Source: an optimization exercise on an open RTL-to-GDS flow (aim: small area, a short achievable clock period and few clock cycles). Production flows keep margins and buffers that such runs may drop. The RTL was checked by simulation tests, not by an equivalence proof against the original design.

==> flow/design.v <==
module alu(
in1, in2, sub, sel_add, sel_sll, sel_slt, sel_sltu, sel_xor, sel_sr, sel_or, sel_and, arith,
out, sum, lt, ltu, eq
);
input wire [31:0] in1;
input wire [31:0] in2;
input wire sub;
input wire sel_add, sel_sll, sel_slt, sel_sltu, sel_xor, sel_sr, sel_or, sel_and;
input wire arith;  
output wire [31:0] out;
output wire [31:0] sum;
output wire lt;
output wire ltu;
output wire eq;
wire [32:0] s = {1'b0, in1} + {1'b0, sub ? ~in2 : in2} + {32'b0, sub};
assign sum = s[31:0];
assign ltu = in1 < in2;
assign lt = (in1[31] ^ in2[31]) ? in1[31] : ltu;
assign eq = (in1 == in2);
wire [31:0] sh_in;
wire [31:0] sh_out;
wire [31:0] sh_rev;
genvar k;
generate for (k = 0; k < 32; k = k + 1) begin : rev
   assign sh_in[k] = sel_sll ? in1[31-k] : in1[k];
   assign sh_rev[k] = sh_out[31-k];
end endgenerate
wire sh_fill = arith & in1[31];
assign sh_out = $signed({sh_fill, sh_in}) >>> in2[4:0];
assign out = ({32{sel_add}} & sum)
           | ({32{sel_sll}} & sh_rev)
           | ({32{sel_sr}} & sh_out)
           | {31'b0, (sel_slt & lt) | (sel_sltu & ltu)}
           | ({32{sel_xor}} & (in1 ^ in2))
           | ({32{sel_or}} & (in1 | in2))
           | ({32{sel_and}} & (in1 & in2));
endmodule
module register_file(
clk, read_reg_1, read_reg_2, write_reg, write_data, write_en, data_out_1, data_out_2
);
input wire clk;
input wire [4:0] read_reg_1;
input wire [4:0] read_reg_2;
input wire [4:0] write_reg;
input wire [31:0] write_data;
input wire write_en;
output wire [31:0] data_out_1;
output wire [31:0] data_out_2;
reg [31:0] registers [1:31];
integer i;
always @(posedge clk) begin
   for (i = 1; i < 32; i = i + 1)
      if (write_en && write_reg == i) registers[i] <= write_data;
end
reg [31:0] o1, o2;
always @* begin
   o1 = 32'h0;
   o2 = 32'h0;
   for (i = 1; i < 32; i = i + 1) begin
      o1 = o1 | ({32{read_reg_1 == i}} & registers[i]);
      o2 = o2 | ({32{read_reg_2 == i}} & registers[i]);
   end
end
assign data_out_1 = o1;
assign data_out_2 = o2;
endmodule
/*verilator lint_off UNUSED*/
module simple_cpu(
clk, reset, read_req, read_addr, read_data, read_data_valid, write_req, write_addr, write_data, memory_mask, error_instruction, debug
);
input wire clk;
input wire reset;
output reg read_req;
output wire [31:0] read_addr;
input wire [31:0] read_data;
input wire read_data_valid;
output wire write_req;
output wire [31:0] write_addr;
output reg [31:0] write_data;
output reg [3:0] memory_mask;
output reg error_instruction;
output wire [31:0] debug;
assign debug = 32'h00000001;
reg [31:0] pc_f;        
reg [31:0] baddr;       
reg        dph_ld;      
reg        dph_st;      
reg [2:0]  ld_f3;
reg [4:0]  ld_rd;
assign read_addr = baddr;
assign write_addr = baddr;
assign write_req = dph_st;
reg        v_e;
reg [31:0] op_a, op_b;
reg [31:0] x_e;         
reg [4:0]  rd_e, rs1_e, rs2_e;
reg [2:0]  f3_e;
reg        a_rs1_e, b_rs2_e;   
reg        wen_e;
reg        b_eq_e, b_lt_e, b_ltu_e;
reg        e_load, e_store, e_branch, e_jal, e_jalr, e_csr, e_ecall, e_ebreak, e_mret, e_illegal;
reg        e_sub, e_add, e_sll, e_slt, e_sltu, e_xor, e_sr, e_or, e_and, e_arith, e_link;
reg        c_scratch, c_tvec, c_epc, c_cause, c_tval;
reg [31:0] mscratch, mtvec, mepc, mcause, mtval;
wire dph = dph_ld | dph_st;
wire ex = v_e & ~dph;
wire [31:0] alu_out, alu_sum;
wire alu_lt, alu_ltu, alu_eq;
alu alu_inst(
.in1(op_a), .in2(op_b), .sub(e_sub), .sel_add(e_add), .sel_sll(e_sll), .sel_slt(e_slt), .sel_sltu(e_sltu),
.sel_xor(e_xor), .sel_sr(e_sr), .sel_or(e_or), .sel_and(e_and), .arith(e_arith),
.out(alu_out), .sum(alu_sum), .lt(alu_lt), .ltu(alu_ltu), .eq(alu_eq)
);
wire cond_p = (b_eq_e & alu_eq) | (b_lt_e & alu_lt) | (b_ltu_e & alu_ltu);
wire cond_n = (b_eq_e & ~alu_eq) | (b_lt_e & ~alu_lt) | (b_ltu_e & ~alu_ltu);
wire taken = f3_e[0] ? cond_n : cond_p;
wire mis = (f3_e[1:0] == 2'b01 & alu_sum[0]) | (f3_e[1:0] == 2'b10 & alu_sum[1:0] != 2'b00);
wire trap_mem = ex & (e_load | e_store) & mis;
wire mem_go = ex & (e_load | e_store) & ~mis;
wire trap = ex & (e_ecall | e_ebreak) | trap_mem;
wire redirect = ex & (taken | e_jal | e_jalr | e_mret | e_ecall | e_ebreak) | trap_mem;
wire [31:0] csr_old = ({32{c_scratch}} & mscratch) | ({32{c_tvec}} & mtvec) | ({32{c_epc}} & mepc)
                    | ({32{c_cause}} & mcause) | ({32{c_tval}} & mtval);
wire [31:0] csr_new = (f3_e[1:0] == 2'b01) ? op_a : (f3_e[1:0] == 2'b10) ? (csr_old | op_a) : (csr_old & ~op_a);
wire [31:0] result_e = e_link ? pc_f : e_csr ? csr_old : alu_out;
wire [31:0] tgt_add = pc_f + x_e;
wire [31:0] iw = read_data;
wire [6:0] opc = iw[6:0];
wire [2:0] f3 = iw[14:12];
wire [4:0] rs1 = iw[19:15];
wire [4:0] rs2 = iw[24:20];
wire [4:0] rd = iw[11:7];
wire d_load   = (opc == 7'b0000011);
wire d_store  = (opc == 7'b0100011);
wire d_op     = (opc == 7'b0110011);
wire d_opimm  = (opc == 7'b0010011);
wire d_lui    = (opc == 7'b0110111);
wire d_auipc  = (opc == 7'b0010111);
wire d_jal    = (opc == 7'b1101111);
wire d_jalr   = (opc == 7'b1100111);
wire d_branch = (opc == 7'b1100011);
wire d_sys    = (opc == 7'b1110011);
wire d_illegal = ~(d_load | d_store | d_op | d_opimm | d_lui | d_auipc | d_jal | d_jalr | d_branch | d_sys);
wire d_csr    = d_sys & (f3[1:0] != 2'b00);
wire d_alu    = d_op | d_opimm;
wire [31:0] imm_i = {{20{iw[31]}}, iw[31:20]};
wire [31:0] imm_s = {{20{iw[31]}}, iw[31:25], iw[11:7]};
wire [31:0] imm_b = {{19{iw[31]}}, iw[31], iw[7], iw[30:25], iw[11:8], 1'b0};
wire [31:0] imm_u = {iw[31:12], 12'b0};
wire [31:0] imm_j = {{11{iw[31]}}, iw[31], iw[19:12], iw[20], iw[30:21], 1'b0};
wire [31:0] rf_1, rf_2;
wire [31:0] ld_val = (ld_f3[1:0] == 2'b00) ? {{24{~ld_f3[2] & read_data[7]}}, read_data[7:0]}
                   : (ld_f3[1:0] == 2'b01) ? {{16{~ld_f3[2] & read_data[15]}}, read_data[15:0]}
                   : read_data;
wire ld_done = dph_ld & read_data_valid;
wire [4:0]  rf_wreg = dph ? ld_rd : rd_e;
wire [31:0] rf_wdata = dph ? ld_val : result_e;
wire        rf_wen = dph ? ld_done : ex & wen_e;
register_file register_file_inst(
.clk(clk), .read_reg_1(rs1), .read_reg_2(rs2), .write_reg(rf_wreg), .write_data(rf_wdata), .write_en(rf_wen), .data_out_1(rf_1), .data_out_2(rf_2)
);
wire fw1 = ex & wen_e & (rd_e == rs1);
wire fw2 = ex & wen_e & (rd_e == rs2);
wire fix_a = ld_done & a_rs1_e & (rs1_e == ld_rd) & (ld_rd != 5'd0);
wire fix_b = ld_done & b_rs2_e & (rs2_e == ld_rd) & (ld_rd != 5'd0);
wire fix_x = ld_done & e_store & (rs2_e == ld_rd) & (ld_rd != 5'd0);
wire a_rs1 = ~(d_auipc | d_lui | (d_sys & f3[2]));
wire b_rs2 = d_op | d_branch;
wire ftrap = ~dph & ~v_e & (pc_f[1:0] != 2'b00);
wire fetch_ok = ~dph & read_req & read_data_valid;
wire jump = ex & (taken | e_jal);
reg [31:0] pc_s, pc_n, baddr_n;
always @* begin
   if (ex & e_jalr) pc_s = {alu_sum[31:1], 1'b0};
   else if (ex & e_mret) pc_s = mepc;
   else if (trap | ftrap) pc_s = mtvec;
   else if (fetch_ok) pc_s = pc_f + 32'd4;
   else pc_s = pc_f;
   pc_n = jump ? tgt_add : pc_s;
   baddr_n = jump ? tgt_add : mem_go ? alu_sum : pc_s;
end
always @(posedge clk) begin
   if (reset) begin
      pc_f <= 32'b0;
      baddr <= 32'b0;
      read_req <= 1'b1;
      v_e <= 1'b0;
      dph_ld <= 1'b0;
      dph_st <= 1'b0;
      error_instruction <= 1'b0;
   end else if (dph) begin
      if (dph_st | read_data_valid) begin
         dph_ld <= 1'b0;
         dph_st <= 1'b0;
         baddr <= pc_f;
         read_req <= (pc_f[1:0] == 2'b00);
      end
   end else begin
      if (ex & e_illegal) error_instruction <= 1'b1;
      pc_f <= pc_n;
      v_e <= fetch_ok & ~redirect & ~ftrap;
      baddr <= baddr_n;
      if (mem_go) begin
         dph_ld <= e_load;
         dph_st <= e_store;
         read_req <= e_load;
      end else begin
         read_req <= (pc_n[1:0] == 2'b00);
      end
   end
end
always @(posedge clk) begin
   if (mem_go) begin
      write_data <= x_e;
      memory_mask <= {f3_e[1], f3_e[1], f3_e[1] | f3_e[0], 1'b1};
      ld_f3 <= f3_e;
      ld_rd <= rd_e;
   end
end
always @(posedge clk) begin
   if (~dph | fix_a)
      op_a <= dph ? ld_val : (fw1 & a_rs1) ? result_e : d_auipc ? pc_f : d_lui ? 32'b0 : (d_sys & f3[2]) ? {27'b0, rs1} : rf_1;
   if (~dph | fix_b)
      op_b <= dph ? ld_val : (fw2 & b_rs2) ? result_e : (d_op | d_branch) ? rf_2 : d_store ? imm_s : (d_lui | d_auipc) ? imm_u : imm_i;
   if (~dph | fix_x)
      x_e <= dph ? ld_val : (fw2 & d_store) ? result_e : d_store ? rf_2 : (d_jal ? imm_j : imm_b) - 32'd4;
   if (~dph) begin
      rd_e <= rd;
      rs1_e <= rs1;
      rs2_e <= rs2;
      f3_e <= f3;
      a_rs1_e <= a_rs1;
      b_rs2_e <= b_rs2;
      wen_e <= (d_alu | d_lui | d_auipc | d_jal | d_jalr | d_csr) & (rd != 5'd0);
      e_load <= d_load;
      e_store <= d_store;
      e_branch <= d_branch;
      b_eq_e <= d_branch & ~f3[2];
      b_lt_e <= d_branch & f3[2] & ~f3[1];
      b_ltu_e <= d_branch & f3[2] & f3[1];
      e_jal <= d_jal;
      e_jalr <= d_jalr;
      e_csr <= d_csr;
      e_ecall <= d_sys & (f3 == 3'b000) & (iw[31:20] == 12'h000);
      e_ebreak <= d_sys & (f3 == 3'b000) & (iw[31:20] == 12'h001);
      e_mret <= d_sys & (f3 == 3'b000) & (iw[31:20] == 12'h302);
      e_illegal <= d_illegal;
      e_sub <= d_op & iw[30] & f3 == 3'b000;
      e_add <= (d_alu & f3 == 3'b000) | d_lui | d_auipc;
      e_sll <= d_alu & f3 == 3'b001;
      e_slt <= d_alu & f3 == 3'b010;
      e_sltu <= d_alu & f3 == 3'b011;
      e_xor <= d_alu & f3 == 3'b100;
      e_sr <= d_alu & f3 == 3'b101;
      e_or <= d_alu & f3 == 3'b110;
      e_and <= d_alu & f3 == 3'b111;
      e_arith <= iw[30];
      e_link <= d_jal | d_jalr;
      c_scratch <= iw[31:20] == 12'h340;
      c_tvec <= iw[31:20] == 12'h305;
      c_epc <= iw[31:20] == 12'h341;
      c_cause <= iw[31:20] == 12'h342;
      c_tval <= iw[31:20] == 12'h343;
   end
end
wire [31:0] pc_e = pc_f - 32'd4;
always @(posedge clk) begin
   if (~reset) begin
      if (ftrap) begin
         mepc <= pc_f;
         mtval <= pc_f;
      end else if (trap) begin
         mepc <= pc_e;
         if (e_ecall) mcause <= 32'd11;
         else if (e_ebreak) mcause <= 32'd3;
         else begin
            mcause <= e_load ? 32'd4 : 32'd6;
            mtval <= alu_sum;
         end
      end else if (ex & e_csr) begin
         if (c_scratch) mscratch <= csr_new;
         if (c_tvec) mtvec <= csr_new;
         if (c_epc) mepc <= csr_new;
         if (c_cause) mcause <= csr_new;
         if (c_tval) mtval <= csr_new;
      end
   end
end
endmodule
Settings: LEC_CHECK=0, ABC_CLOCK_PERIOD_IN_PS=3500, CAP_MARGIN=20, CORE_MARGIN=2, CORE_UTILIZATION=35, CTS_CLUSTER_DIAMETER=80, CTS_CLUSTER_SIZE=20, SETUP_SLACK_MARGIN=4.0, SLEW_MARGIN=20; clock period 8.0 ns.
run.sh (not shown) runs the stock make flow with config.mk's settings and CLKGATE_MAP_FILE= SYNTH_SCRIPT=/design/flow/synth_recipe.tcl, a recipe that flattens the netlist after the stock synthesis.
Testbench counts at the start, summed over its fixed seeds: cycles 44,586.
Change:
--- a/flow/design.v
+++ b/flow/design.v
@@ -123,5 +123,5 @@
                     | ({32{c_cause}} & mcause) | ({32{c_tval}} & mtval);
 wire [31:0] csr_new = (f3_e[1:0] == 2'b01) ? op_a : (f3_e[1:0] == 2'b10) ? (csr_old | op_a) : (csr_old & ~op_a);
-wire [31:0] result_e = e_link ? pc_f : e_csr ? csr_old : alu_out;
+wire [31:0] result_e = ({32{e_link}} & pc_f) | ({32{e_csr}} & csr_old) | alu_out;
 wire [31:0] tgt_add = pc_f + x_e;
 wire [31:0] iw = read_data;
@@ -211,7 +211,7 @@
 end
 always @(posedge clk) begin
+   write_data <= x_e;
+   memory_mask <= {f3_e[1], f3_e[1], f3_e[1] | f3_e[0], 1'b1};
    if (mem_go) begin
-      write_data <= x_e;
-      memory_mask <= {f3_e[1], f3_e[1], f3_e[1] | f3_e[0], 1'b1};
       ld_f3 <= f3_e;
       ld_rd <= rd_e;
@@ -220,9 +220,9 @@
 always @(posedge clk) begin
    if (~dph | fix_a)
-      op_a <= dph ? ld_val : (fw1 & a_rs1) ? result_e : d_auipc ? pc_f : d_lui ? 32'b0 : (d_sys & f3[2]) ? {27'b0, rs1} : rf_1;
+      op_a <= (~dph & fw1 & a_rs1) ? result_e : dph ? ld_val : d_auipc ? pc_f : d_lui ? 32'b0 : (d_sys & f3[2]) ? {27'b0, rs1} : rf_1;
    if (~dph | fix_b)
-      op_b <= dph ? ld_val : (fw2 & b_rs2) ? result_e : (d_op | d_branch) ? rf_2 : d_store ? imm_s : (d_lui | d_auipc) ? imm_u : imm_i;
+      op_b <= (~dph & fw2 & b_rs2) ? result_e : dph ? ld_val : (d_op | d_branch) ? rf_2 : d_store ? imm_s : (d_lui | d_auipc) ? imm_u : imm_i;
    if (~dph | fix_x)
-      x_e <= dph ? ld_val : (fw2 & d_store) ? result_e : d_store ? rf_2 : (d_jal ? imm_j : imm_b) - 32'd4;
+      x_e <= (~dph & fw2 & d_store) ? result_e : dph ? ld_val : d_store ? rf_2 : (d_jal ? imm_j : imm_b) - 32'd4;
    if (~dph) begin
       rd_e <= rd;
Outcome: Wire length rises by 4.5%; die area rises by 0.52%; fmax rises by 2.3%; critical path depth falls by 1; cell area stays flat; non-clock buffer count falls by 10; global-route usage rises by 1.8 points; cell count rises by 1.3%.
Testbench counts after the change, summed over its fixed seeds: cycles 44,586.

## afterwards: timing with drivers on the ports
The flow's constraints put no driver on any port. The routed layouts listed below were extracted and timed again, unchanged, in two steps. Step 1: set_driving_cell puts a clkbuf_16 on clk and a buf_2 on each other input, an assumption about the parent block. Step 2 times the ports against the registers' clock, not the clock port: input delays grow and output delays shrink by t, the midpoint of the rising clock arrivals with the driver on. Three values: ideal, step 1, step 2; two values: the first two.
| run | shift t [ns] | setup slack, ns | worst data-port slew with drivers (ns) |
|---|---|---|---|
| the first run | 0.869 | 3.786 / 3.829 / 2.989 | 0.08 |
| the second run | 0.887 | 3.880 / 3.880 / 3.067 | 0.09 |
After both steps every run listed still meets setup and hold. The setup slack of the second run, which loses most, moves by 0.000 ns with the drivers and by -0.813 ns with both steps.
